This is an optimization exercise on Yosys and OpenROAD, whose aim is small area, not a production implementation. At most, simulation tests tie the RTL to the original design; equivalence was not proved. Power and IR drop assume default switching activity.

Setup of east:
==> module frac_clk, before the edit <==
module frac_clk
  (
   input             clk,
   input             reset,
   input [29:0]      factor_mul,
   input [29:0]      factor_div,
   output reg        en
   );
  reg [30:0] e;
  wire       pos = ~e[30];
  wire [30:0] a = e;
  wire [30:0] b = {1'b0, factor_mul};
  wire [30:0] c = {pos, ~factor_div & {30{pos}}};
  wire [30:0] s = a ^ b ^ c;
  wire [30:0] k = (a & b) | (a & c) | (b & c);
  wire [30:0] y = {k[29:0], pos};
  wire [31:0] cy;
  assign cy[0] = 1'b0;
  genvar i;
  generate
    for (i = 0; i < 31; i = i + 1)
      begin : rc
        assign cy[i+1] = (s[i] & y[i]) | (s[i] & cy[i]) | (y[i] & cy[i]);
      end
  endgenerate
  wire [30:0] e_next = s ^ y ^ cy[30:0];
  always @(posedge clk)
    begin
      if (reset)
        begin
          e <= {31{1'b1}};
          en <= 1'b0;
        end
      else
        begin
          e <= e_next;
          en <= pos;
        end
    end
endmodule
export LEC_CHECK = 0
export CAP_MARGIN = 20
export CORE_MARGIN = 2
export CORE_UTILIZATION = 40
export SLEW_MARGIN = 20
create_clock -name core_clock -period 10.0 [get_ports {clk}]
run.sh (not shown) runs the stock make flow with config.mk's settings and CLKGATE_MAP_FILE= SYNTH_SCRIPT=/design/flow/synth_recipe.tcl, a recipe that flattens the netlist after the stock synthesis.
east -> stages 100% | layout checks FAIL | negative setup slack
Input-level comparison between south and east:
==> flow/design.v, changed modules only <==
module frac_clk
  (
   input             clk,
   input             reset,
   input [29:0]      factor_mul,
   input [29:0]      factor_div,
   output reg        en
   );
  reg [14:0] eh;
  reg [15:0] el;
  reg        cp;
  wire       neg = eh[14] ^ (cp & (&eh[13:0]));
  wire       pos = ~neg;
  wire [30:0] a = {eh, el};
  wire [30:0] b = {1'b0, factor_mul};
  wire [30:0] c = {pos, ~factor_div & {30{pos}}};
  wire [30:0] s = a ^ b ^ c;
  wire [30:0] k = (a & b) | (a & c) | (b & c);
  wire [30:0] y = {k[29:0], pos};
  wire [31:0] cy;
  assign cy[0] = 1'b0;
  genvar i;
  generate
    for (i = 0; i < 31; i = i + 1)
      begin : rc
        wire ci = (i == 16) ? cp : cy[i];
        assign cy[i+1] = (s[i] & y[i]) | (s[i] & ci) | (y[i] & ci);
      end
  endgenerate
  wire [30:0] ci_all = {cy[30:17], cp, cy[15:0]};
  wire [30:0] e_next = s ^ y ^ ci_all;
  always @(posedge clk)
    begin
      if (reset)
        begin
          eh <= {15{1'b1}};
          el <= {16{1'b1}};
          cp <= 1'b0;
          en <= 1'b0;
        end
      else
        begin
          eh <= e_next[30:16];
          el <= e_next[15:0];
          cp <= cy[16];
          en <= pos;
        end
    end
endmodule
Findings:
- south: full flow OK, the timing, design-rule and antenna checks passed
- The termination of the worst setup path comes out frac_clk_0.e[29]$_SDFF_PP1_ in one run and frac_clk_0.el[15]$_SDFF_PP1_ in the other, namely in east and south respectively.
- Fraction of power consumed by the clock network sits lower in south than in east.
- east and south ended up with nearly the same final sequential cell count.
- Delta (south minus east): shortest period the worst path allows lower, final weighted congestion in routability-driven placement went up 4.7%, fraction of met3 tracks used by global routing moved up.
No functional check of the RTL was part of east.

---

== cedar ==
The RTL this note starts from:
==> flow/design.v <==
module ao222n
  (
   input  a0, b0, a1, b1, a2, b2,
   output y
   );
  assign y = ~((a0 & b0) | (a1 & b1) | (a2 & b2));
endmodule
module mini_audio
  (
   input         clk,
   input         reset,
   input [31:0]  data,
   input         valid_toggle,
   input [31:0]  ext_factor_mul,
   input [31:0]  ext_factor_div,
   output        full,
   output        ext_audio_r,
   output        ext_audio_l
   );
  genvar i, j;
  reg toggle;
  reg toggle_prev;
  always @(posedge clk)
    begin
      if (reset)
        begin
          toggle <= 1'b0;
          toggle_prev <= 1'b0;
        end
      else
        begin
          toggle <= valid_toggle;
          toggle_prev <= toggle;
        end
    end
  reg [14:0] eh;
  reg [15:0] el;
  reg        cp;
  reg        en;
  wire       neg = eh[14] ^ (cp & (&eh[13:0]));
  wire       pos = ~neg;
  wire [30:0] fa = {eh, el};
  wire [30:0] fb = {1'b0, ext_factor_mul[29:0]};
  wire [30:0] fc = {pos, ~ext_factor_div[29:0] & {30{pos}}};
  wire [30:0] fs = fa ^ fb ^ fc;
  wire [30:0] fk = (fa & fb) | (fa & fc) | (fb & fc);
  wire [30:0] fy = {fk[29:0], pos};
  wire [31:0] fcy;
  assign fcy[0] = 1'b0;
  generate
    for (i = 0; i < 31; i = i + 1)
      begin : frc
        wire ci = (i == 16) ? cp : fcy[i];
        assign fcy[i+1] = (fs[i] & fy[i]) | (fs[i] & ci) | (fy[i] & ci);
      end
  endgenerate
  wire [30:0] fci = {fcy[30:17], cp, fcy[15:0]};
  wire [30:0] e_next = fs ^ fy ^ fci;
  always @(posedge clk)
    begin
      if (reset)
        begin
          eh <= {15{1'b1}};
          el <= {16{1'b1}};
          cp <= 1'b0;
          en <= 1'b0;
        end
      else
        begin
          eh <= e_next[30:16];
          el <= e_next[15:0];
          cp <= fcy[16];
          en <= pos;
        end
    end
  reg [31:0] buffer [0:14];
  reg [3:0]  h;    
  reg [3:0]  w;    
  function [3:0] nxt;
    input [3:0] x;
    nxt = (x >= 4'd14) ? 4'd0 : x + 4'd1;
  endfunction
  wire [3:0] r = nxt(h);
  wire       empty = (w == r);
  assign full = (nxt(w) == r);
  wire       we = (toggle ^ toggle_prev) & ~full;
  wire       pop = en & ~empty;
  wire [3:0] w_next = we ? nxt(w) : w;
  wire [3:0] h_next = pop ? r : h;
  wire       wr_ok = (w_next != h_next);
  always @(posedge clk)
    begin
      if (reset)
        begin
          h <= 4'd15;
          w <= 4'd0;
        end
      else
        begin
          h <= h_next;
          w <= w_next;
        end
    end
  integer k;
  always @(posedge clk)
    for (k = 0; k < 15; k = k + 1)
      if (wr_ok && w_next == k)
        buffer[k] <= data;
  wire [14:0] sel;
  wire [31:0] sample;
  generate
    for (j = 0; j < 15; j = j + 1)
      begin : dec
        assign sel[j] = (h == j);
      end
    for (i = 0; i < 32; i = i + 1)
      begin : rd
        wire [4:0] g;
        for (j = 0; j < 5; j = j + 1)
          begin : grp
            ao222n u (.a0(sel[3*j]), .b0(buffer[3*j][i]),
                      .a1(sel[3*j+1]), .b1(buffer[3*j+1][i]),
                      .a2(sel[3*j+2]), .b2(buffer[3*j+2][i]),
                      .y(g[j]));
          end
        assign sample[i] = ~&g;
      end
  endgenerate
  reg [16:0]  sample_sum_r;
  reg [16:0]  sample_sum_l;
  assign ext_audio_r = sample_sum_r[16];
  assign ext_audio_l = sample_sum_l[16];
  wire [16:0] cr, cl;
  assign cr[0] = 1'b0;
  assign cl[0] = 1'b0;
  generate
    for (i = 0; i < 16; i = i + 1)
      begin : dsc
        assign cr[i+1] = (sample_sum_r[i] & sample[16+i]) | (sample_sum_r[i] & cr[i]) | (sample[16+i] & cr[i]);
        assign cl[i+1] = (sample_sum_l[i] & sample[i]) | (sample_sum_l[i] & cl[i]) | (sample[i] & cl[i]);
      end
  endgenerate
  always @(posedge clk)
    begin
      if (reset)
        begin
          sample_sum_r <= 17'd0;
          sample_sum_l <= 17'd0;
        end
      else
        begin
          sample_sum_r <= {cr[16], sample_sum_r[15:0] ^ sample[31:16] ^ cr[15:0]};
          sample_sum_l <= {cl[16], sample_sum_l[15:0] ^ sample[15:0] ^ cl[15:0]};
        end
    end
endmodule
clock: 10.0 ns
lec_check: 0
cap_margin: 20
core_margin: 2
core_utilization: 40
slew_margin: 20
synth_hierarchical: 1
synth_minimum_keep_size: 0
standard.sh (not shown) runs the stock make flow with config.mk's settings and CLKGATE_MAP_FILE= SYNTH_SCRIPT=/design/flow/synth_recipe.tcl, a recipe that flattens the netlist after the stock synthesis.
==> flow/flow/run.sh <==
#!/bin/bash
# Standard ORFS layout, with smaller port buffers and a clock tree without
# dummy loads. Each make step's output goes to flow.log here.
set -euo pipefail
export BUFFER_PORTS_ARGS="-buffer_cell sky130_fd_sc_hd__buf_1"
export CTS_ARGS="-sink_clustering_enable -repair_clock_nets -dont_use_dummy_load -buf_list sky130_fd_sc_hd__clkbuf_8 -sink_clustering_size 20 -sink_clustering_max_diameter 50"
bash standard.sh > flow.log 2>&1
cedar: done, clean on timing, DRC and antenna
Changes in yarrow relative to cedar:
diff --git a/flow/design.v b/flow/design.v
--- a/flow/design.v
+++ b/flow/design.v
@@ -1,12 +1,20 @@
 module ao222n
   (
    input  a0, b0, a1, b1, a2, b2,
    output y
    );
   assign y = ~((a0 & b0) | (a1 & b1) | (a2 & b2));
+endmodule
+module fadd
+  (
+   input  a, b, c,
+   output s, co
+   );
+  assign s = a ^ b ^ c;
+  assign co = (a & b) | (a & c) | (b & c);
 endmodule
 module mini_audio
   (
    input         clk,
    input         reset,
    input [31:0]  data,
@@ -39,26 +47,38 @@
   reg        en;
   wire       neg = eh[14] ^ (cp & (&eh[13:0]));
   wire       pos = ~neg;
   wire [30:0] fa = {eh, el};
   wire [30:0] fb = {1'b0, ext_factor_mul[29:0]};
   wire [30:0] fc = {pos, ~ext_factor_div[29:0] & {30{pos}}};
-  wire [30:0] fs = fa ^ fb ^ fc;
-  wire [30:0] fk = (fa & fb) | (fa & fc) | (fb & fc);
+  wire [30:0] fs, fk;
+  wire [31:0] fcy;
+  wire [30:0] e_next;
+  assign fcy[0] = 1'b0;
+  generate
+    for (i = 0; i < 31; i = i + 1)
+      begin : fcsa
+        fadd u (.a(fa[i]), .b(fb[i]), .c(fc[i]), .s(fs[i]), .co(fk[i]));
+      end
+  endgenerate
   wire [30:0] fy = {fk[29:0], pos};
-  wire [31:0] fcy;
-  assign fcy[0] = 1'b0;
   generate
     for (i = 0; i < 31; i = i + 1)
       begin : frc
         wire ci = (i == 16) ? cp : fcy[i];
-        assign fcy[i+1] = (fs[i] & fy[i]) | (fs[i] & ci) | (fy[i] & ci);
+        if (i == 0)
+          begin : lsb
+            assign e_next[0] = fs[0] ^ fy[0];
+            assign fcy[1] = fs[0] & fy[0];
+          end
+        else
+          begin : fa
+            fadd u (.a(fs[i]), .b(fy[i]), .c(ci), .s(e_next[i]), .co(fcy[i+1]));
+          end
       end
   endgenerate
-  wire [30:0] fci = {fcy[30:17], cp, fcy[15:0]};
-  wire [30:0] e_next = fs ^ fy ^ fci;
   always @(posedge clk)
     begin
       if (reset)
         begin
           eh <= {15{1'b1}};
           el <= {16{1'b1}};
@@ -128,29 +148,34 @@
   endgenerate
   reg [16:0]  sample_sum_r;
   reg [16:0]  sample_sum_l;
   assign ext_audio_r = sample_sum_r[16];
   assign ext_audio_l = sample_sum_l[16];
   wire [16:0] cr, cl;
+  wire [15:0] sr, sl;
   assign cr[0] = 1'b0;
   assign cl[0] = 1'b0;
+  assign sr[0] = sample_sum_r[0] ^ sample[16];
+  assign cr[1] = sample_sum_r[0] & sample[16];
+  assign sl[0] = sample_sum_l[0] ^ sample[0];
+  assign cl[1] = sample_sum_l[0] & sample[0];
   generate
-    for (i = 0; i < 16; i = i + 1)
+    for (i = 1; i < 16; i = i + 1)
       begin : dsc
-        assign cr[i+1] = (sample_sum_r[i] & sample[16+i]) | (sample_sum_r[i] & cr[i]) | (sample[16+i] & cr[i]);
-        assign cl[i+1] = (sample_sum_l[i] & sample[i]) | (sample_sum_l[i] & cl[i]) | (sample[i] & cl[i]);
+        fadd ur (.a(sample_sum_r[i]), .b(sample[16+i]), .c(cr[i]), .s(sr[i]), .co(cr[i+1]));
+        fadd ul (.a(sample_sum_l[i]), .b(sample[i]), .c(cl[i]), .s(sl[i]), .co(cl[i+1]));
       end
   endgenerate
   always @(posedge clk)
     begin
       if (reset)
         begin
           sample_sum_r <= 17'd0;
           sample_sum_l <= 17'd0;
         end
       else
         begin
-          sample_sum_r <= {cr[16], sample_sum_r[15:0] ^ sample[31:16] ^ cr[15:0]};
-          sample_sum_l <= {cl[16], sample_sum_l[15:0] ^ sample[15:0] ^ cl[15:0]};
+          sample_sum_r <= {cr[16], sr};
+          sample_sum_l <= {cl[16], sl};
         end
     end
 endmodule
==> comparison <==
- yarrow reports a lower combinational power than cedar does.
- yarrow leaves more setup margin than cedar.
- yarrow: via count lower than cedar
- Wire length (yarrow vs. cedar) decreases slightly
- yarrow: full flow OK, the timing, design-rule and antenna checks passed
- The core utilization of yarrow and that of cedar are within noise of each other.
- yarrow: number of ordinary and repair buffers in the finished layout is 5 lower than what cedar reported.
- Compared yarrow vs cedar, and fmax is up in yarrow.
- Looking at sequential share of layout area across yarrow and cedar, the one that comes out lower is cedar.
No functional check of the RTL was part of yarrow.

## re-timing with driven ports
The results above use ideal ports. As a check the final layouts listed here were re-extracted and re-timed, cells and wires unchanged. Step 1 sets driving cells, clkbuf_16 on the clock port and buf_2 on the other inputs (assumed; they add their load-dependent delay and slew). Step 2, shift: input delay + t, output delay - t, t = (earliest + latest rising clock arrival at the registers) / 2. This alone moves slack from input paths to output paths. Slacks: ideal / step 1 / step 2; pairs: ideal / step 1.
run | t, ns | slack for setup (ns) | worst setup path at the end | slew at the worst register clock pin (ns) | pins driven straight from the clock port
east | 0.678 | -2.699 / -2.677 / -3.355 | input to register | 0.07 / 0.07 | 1
south | 0.669 | 0.374 / 0.404 / -0.265 | input to register | 0.07 / 0.07 | 1
cedar | 0.669 | 1.132 / 1.132 / 0.592 | input to register | 0.12 / 0.12 | 1
yarrow | 0.697 | 1.351 / 1.351 / 0.742 | input to register | 0.11 / 0.11 | 1
Met with ideal ports but missed after step 2: setup timing in south. For east, which loses most, drivers alone change the setup slack by +0.022 ns; drivers and shift together by -0.656 ns.
